What follows belongs to an exercise in optimizing a design on an open flow for small area; a production flow would make more cautious choices.
In this exercise RTL edits were held to simulation tests only and were not proved equivalent to the original.
The clock port is modelled as an ideal driver; clocking choices that lean on that would not hold on a real chip.

==> 10-05 <==
Design SingleCycle_MIPS, start of the top module:
module SingleCycle_MIPS(
    clk,
    rst_n,
    IR_addr,
    IR,
    RF_writedata,
    ReadDataMem,
    CEN,
    WEN,
    A,
    ReadData2,
    OEN
);
export LEC_CHECK = 0
export CAP_MARGIN = 10
export CORE_MARGIN = 2
export CORE_UTILIZATION = 50
export GPL_TIMING_DRIVEN = 0
export PLACE_DENSITY = 0.6
export SETUP_SLACK_MARGIN = 0.05
export SLEW_MARGIN = 10
export SYNTH_HIERARCHICAL = 1
create_clock -name core_clock -period 12.0 [get_ports {clk}]
standard.sh (not shown) runs the stock make flow with config.mk's settings and CLKGATE_MAP_FILE= SYNTH_SCRIPT=/design/flow/synth_recipe.tcl, a recipe that flattens the netlist after the stock synthesis.
==> flow/flow/run.sh <==
#!/bin/bash
# Standard ORFS layout (the standard.sh) with area-oriented knobs:
#  - port buffers use the smallest buffer,
#  - the clock tree uses small buffers, larger sink clusters and no dummy
#    loads; slow leaf buffers are upsized afterwards (flow/post_cts.tcl),
#  - size (power) recovery after global routing.
# Each ORFS step writes its full log under orfs/logs/; make's output is in flow.log.
set -euo pipefail
here=$(cd "$(dirname "$0")" && pwd)
bash standard.sh \
  BUFFER_PORTS_ARGS="-buffer_cell sky130_fd_sc_hd__buf_1" \
  CTS_ARGS="-sink_clustering_enable -repair_clock_nets -dont_use_dummy_load -sink_clustering_size 16 -sink_clustering_max_diameter 80 -buf_list sky130_fd_sc_hd__clkbuf_4" \
  POST_CTS_TCL="$here/post_cts.tcl" \
  RECOVER_POWER=100 \
  "${FLOW_TARGET:-finish}" > flow.log 2>&1
==> flow/flow/clk_upsize.tcl <==
# upsize clock buffers whose driven clock pins see a slew above the threshold
proc clk_upsize {thr} {
  set order {sky130_fd_sc_hd__clkbuf_1 sky130_fd_sc_hd__clkbuf_2 sky130_fd_sc_hd__clkbuf_4 sky130_fd_sc_hd__clkbuf_8 sky130_fd_sc_hd__clkbuf_16}
  for {set it 0} {$it < 4} {incr it} {
    set n 0
    set bad {}
    foreach pin [all_registers -clock_pins] {
      set w 0
      foreach e {rise fall} { set s [get_property $pin slew_max_$e]; if {$s > $w} {set w $s} }
      if {$w > $thr} {
        set net [get_nets -of_objects $pin]
        foreach d [get_pins -of_objects $net -filter "direction==output"] { lappend bad [get_property $d full_name] }
      }
    }
    foreach dn [lsort -unique $bad] {
      set inst [get_cells -of_objects [get_pins $dn]]
      set m [get_property $inst ref_name]
      set i [lsearch $order $m]
      if {$i >= 0 && $i < [llength $order]-1} {
        replace_cell $inst [lindex $order [expr {$i+1}]]
        incr n
      }
    }
    estimate_parasitics -placement
    puts "UPSIZED $n"
    if {$n == 0} break
  }
}
==> flow/flow/post_cts.tcl <==
# After CTS: upsize leaf clock buffers whose flip-flop clock pins see a slow
# slew, then legalize the placement again.
source [file join [file dirname [info script]] clk_upsize.tcl]
estimate_parasitics -placement
clk_upsize 0.10
detailed_placement
check_placement -verbose
estimate_parasitics -placement
report_design_area
==> 02-17: changes against 10-05 <==
==> flow/flow/run.sh (replaced) <==
#!/bin/bash
# Standard ORFS layout (the standard.sh) with area-oriented knobs:
#  - port buffers use the smallest buffer,
#  - the clock tree uses small buffers, larger sink clusters and no dummy
#    loads; slow leaf buffers are upsized afterwards (flow/post_cts.tcl),
#  - cells that repair_design made larger than their loads need are downsized
#    again (flow/post_resize.tcl, flow/post_cts.tcl),
# Each ORFS step writes its full log under orfs/logs/; make's output is in flow.log.
set -euo pipefail
here=$(cd "$(dirname "$0")" && pwd)
bash standard.sh \
  BUFFER_PORTS_ARGS="-buffer_cell sky130_fd_sc_hd__buf_1" \
  CTS_ARGS="-sink_clustering_enable -repair_clock_nets -dont_use_dummy_load -sink_clustering_size 12 -sink_clustering_max_diameter 40 -buf_list sky130_fd_sc_hd__clkbuf_4" \
  POST_RESIZE_TCL="$here/post_resize.tcl" \
  POST_CTS_TCL="$here/post_cts.tcl" \
  "${FLOW_TARGET:-finish}" > flow.log 2>&1
==> flow/flow/downsize.tcl (new file) <==
# Downsize buffers and gates that repair_design made larger than their loads
# need: try each smaller drive strength and keep it when the cell's output net
# still meets the slew and capacitance limits (with margin) and setup slack
# stays above a floor.
proc ds_net_ok {inst smax} {
  foreach out [get_pins -of_objects $inst -filter "direction==output"] {
    set net [get_nets -of_objects $out]
    foreach p [get_pins -of_objects $net] {
      foreach e {rise fall} {
        if {[get_property $p slew_max_$e] > $smax} { return 0 }
      }
    }
  }
  return 1
}
proc ds_family {m} {
  if {![regexp {^(sky130_fd_sc_hd__[a-z0-9]+)_([0-9]+)$} $m -> base drv]} { return {} }
  set out {}
  foreach s {0 1 2 3 4 6 8 12 16} {
    if {$s >= $drv} break
    set c "${base}_$s"
    if {[llength [get_lib_cells -quiet */$c]]} { lappend out $c }
  }
  return [lreverse $out]
}
proc downsize_all {smax slack_floor} {
  set n 0
  set saved 0.0
  foreach inst [get_cells *] {
    set m [get_property $inst ref_name]
    if {[string match "*clkbuf*" $m] || [string match "*df*" $m] || [string match "*tap*" $m]} continue
    set cands [ds_family $m]
    if {![llength $cands]} continue
    if {![ds_net_ok $inst $smax]} continue
    set best $m
    foreach c $cands {
      replace_cell $inst $c
      if {[ds_net_ok $inst $smax] && [worst_slack -max] >= $slack_floor} {
        set best $c
      } else {
        break
      }
    }
    if {$best ne [get_property $inst ref_name]} { replace_cell $inst $best }
    if {$best ne $m} { incr n }
  }
  puts "DOWNSIZED $n"
}
==> flow/flow/post_cts.tcl (replaced) <==
# After CTS: upsize leaf clock buffers whose flip-flop clock pins see a slow
# slew, downsize other cells that do not need their drive, then legalize the
# placement again.
source [file join [file dirname [info script]] clk_upsize.tcl]
source [file join [file dirname [info script]] downsize.tcl]
estimate_parasitics -placement
clk_upsize 0.10
downsize_all 0.75 0.4
detailed_placement
check_placement -verbose
estimate_parasitics -placement
report_design_area
==> flow/flow/post_resize.tcl (new file) <==
# After repair_design: downsize cells whose loads do not need their drive.
source [file join [file dirname [info script]] downsize.tcl]
estimate_parasitics -placement
downsize_all 0.75 0.45
report_design_area
CAP_MARGIN = 20   (was 10)
SETUP_SLACK_MARGIN = 0.4   (was 0.05)
SLEW_MARGIN = 20   (was 10)
==> 11-19: changes against 10-05 <==
==> flow/flow/run.sh (replaced) <==
#!/bin/bash
# Standard ORFS layout (the standard.sh) with area-oriented knobs:
#  - port buffers use the smallest buffer,
#  - the clock tree uses small buffers, larger sink clusters and no dummy
#    loads; slow leaf buffers are upsized afterwards (flow/post_cts.tcl),
#  - cells that repair_design made larger than their loads need are downsized
#    again (flow/post_resize.tcl, flow/post_cts.tcl),
# Each ORFS step writes its full log under orfs/logs/; make's output is in flow.log.
set -euo pipefail
here=$(cd "$(dirname "$0")" && pwd)
bash standard.sh \
  BUFFER_PORTS_ARGS="-buffer_cell sky130_fd_sc_hd__buf_1" \
  CTS_ARGS="-sink_clustering_enable -repair_clock_nets -dont_use_dummy_load -sink_clustering_size 16 -sink_clustering_max_diameter 50 -buf_list sky130_fd_sc_hd__clkbuf_4" \
  POST_RESIZE_TCL="$here/post_resize.tcl" \
  POST_CTS_TCL="$here/post_cts.tcl" \
  "${FLOW_TARGET:-finish}" > flow.log 2>&1
==> flow/flow/downsize.tcl (new file) <==
# Downsize buffers and gates that repair_design made larger than their loads
# need: try each smaller drive strength and keep it when the cell's output net
# still meets the slew and capacitance limits (with margin) and setup slack
# stays above a floor.
proc ds_net_ok {inst smax} {
  foreach out [get_pins -of_objects $inst -filter "direction==output"] {
    set net [get_nets -of_objects $out]
    foreach p [get_pins -of_objects $net] {
      foreach e {rise fall} {
        if {[get_property $p slew_max_$e] > $smax} { return 0 }
      }
    }
  }
  return 1
}
proc ds_family {m} {
  if {![regexp {^(sky130_fd_sc_hd__[a-z0-9]+)_([0-9]+)$} $m -> base drv]} { return {} }
  set out {}
  foreach s {0 1 2 3 4 6 8 12 16} {
    if {$s >= $drv} break
    set c "${base}_$s"
    if {[llength [get_lib_cells -quiet */$c]]} { lappend out $c }
  }
  return [lreverse $out]
}
proc downsize_all {smax slack_floor} {
  set n 0
  set saved 0.0
  foreach inst [get_cells *] {
    set m [get_property $inst ref_name]
    if {[string match "*clkbuf*" $m] || [string match "*df*" $m] || [string match "*tap*" $m]} continue
    set cands [ds_family $m]
    if {![llength $cands]} continue
    if {![ds_net_ok $inst $smax]} continue
    set best $m
    foreach c $cands {
      replace_cell $inst $c
      if {[ds_net_ok $inst $smax] && [worst_slack -max] >= $slack_floor} {
        set best $c
      } else {
        break
      }
    }
    if {$best ne [get_property $inst ref_name]} { replace_cell $inst $best }
    if {$best ne $m} { incr n }
  }
  puts "DOWNSIZED $n"
}
==> flow/flow/post_cts.tcl (replaced) <==
# After CTS: upsize leaf clock buffers whose flip-flop clock pins see a slow
# slew, downsize other cells that do not need their drive, then legalize the
# placement again.
source [file join [file dirname [info script]] clk_upsize.tcl]
source [file join [file dirname [info script]] downsize.tcl]
estimate_parasitics -placement
clk_upsize 0.11
downsize_all 0.9 0.25
detailed_placement
check_placement -verbose
estimate_parasitics -placement
report_design_area
==> flow/flow/post_resize.tcl (new file) <==
# After repair_design: downsize cells whose loads do not need their drive.
source [file join [file dirname [info script]] downsize.tcl]
estimate_parasitics -placement
downsize_all 0.9 0.3
report_design_area
CAP_MARGIN = 20   (was 10)
SETUP_SLACK_MARGIN = 0.25   (was 0.05)
SLEW_MARGIN = 20   (was 10)
==> summary of the runs <==
- 02-17 completed without violations. 11-19 produced a clean layout. 10-05 reached the layout checks and failed them: capacitance limit, slew limit, setup timing.
- In 02-17 the register-to-register slack is better than in 11-19, by 250 ps.
- Non-clock buffer count is the same in 02-17 and 11-19.
- The lowest setup slack belongs to 10-05, the highest to 02-17.
- Cell area: 10-05 is larger than 11-19 (about 5%).
- Global-route usage, lowest first: 11-19, 02-17, 10-05.
- Against 11-19, the clock skew of 10-05 is lower by 32 ps.
- Hold slack: 02-17 > 11-19 > 10-05.
- Routed wire length: 10-05 > 02-17 > 11-19.

==> separate check: timing with driven ports <==
No port has a modelled driver above. Below, the same layouts with a new extraction and two added sets of constraints. Step 1 assumes that a clkbuf_16 drives the clock port and a buf_2 every other input. Step 2 also shifts input and output timing later by t, the mid clock arrival at the registers, as if the neighbouring blocks saw the same clock. Slacks: ideal ports / drivers / drivers and shift; pairs: ideal ports / drivers.
| run | t (ns) | slack for setup (ns) | worst setup path after step 2 |
|---|---|---|---|
| 10-05 | 1.131 | -0.069 / -0.099 / -0.099 | input to output |
| 02-17 | 1.165 | 0.470 / 0.438 / 0.438 | input to output |
| 11-19 | 1.124 | 0.166 / 0.138 / 0.138 | input to output |
The setup slack of 02-17, which loses most, moves by -0.032 ns with the drivers and by -0.032 ns with both steps.
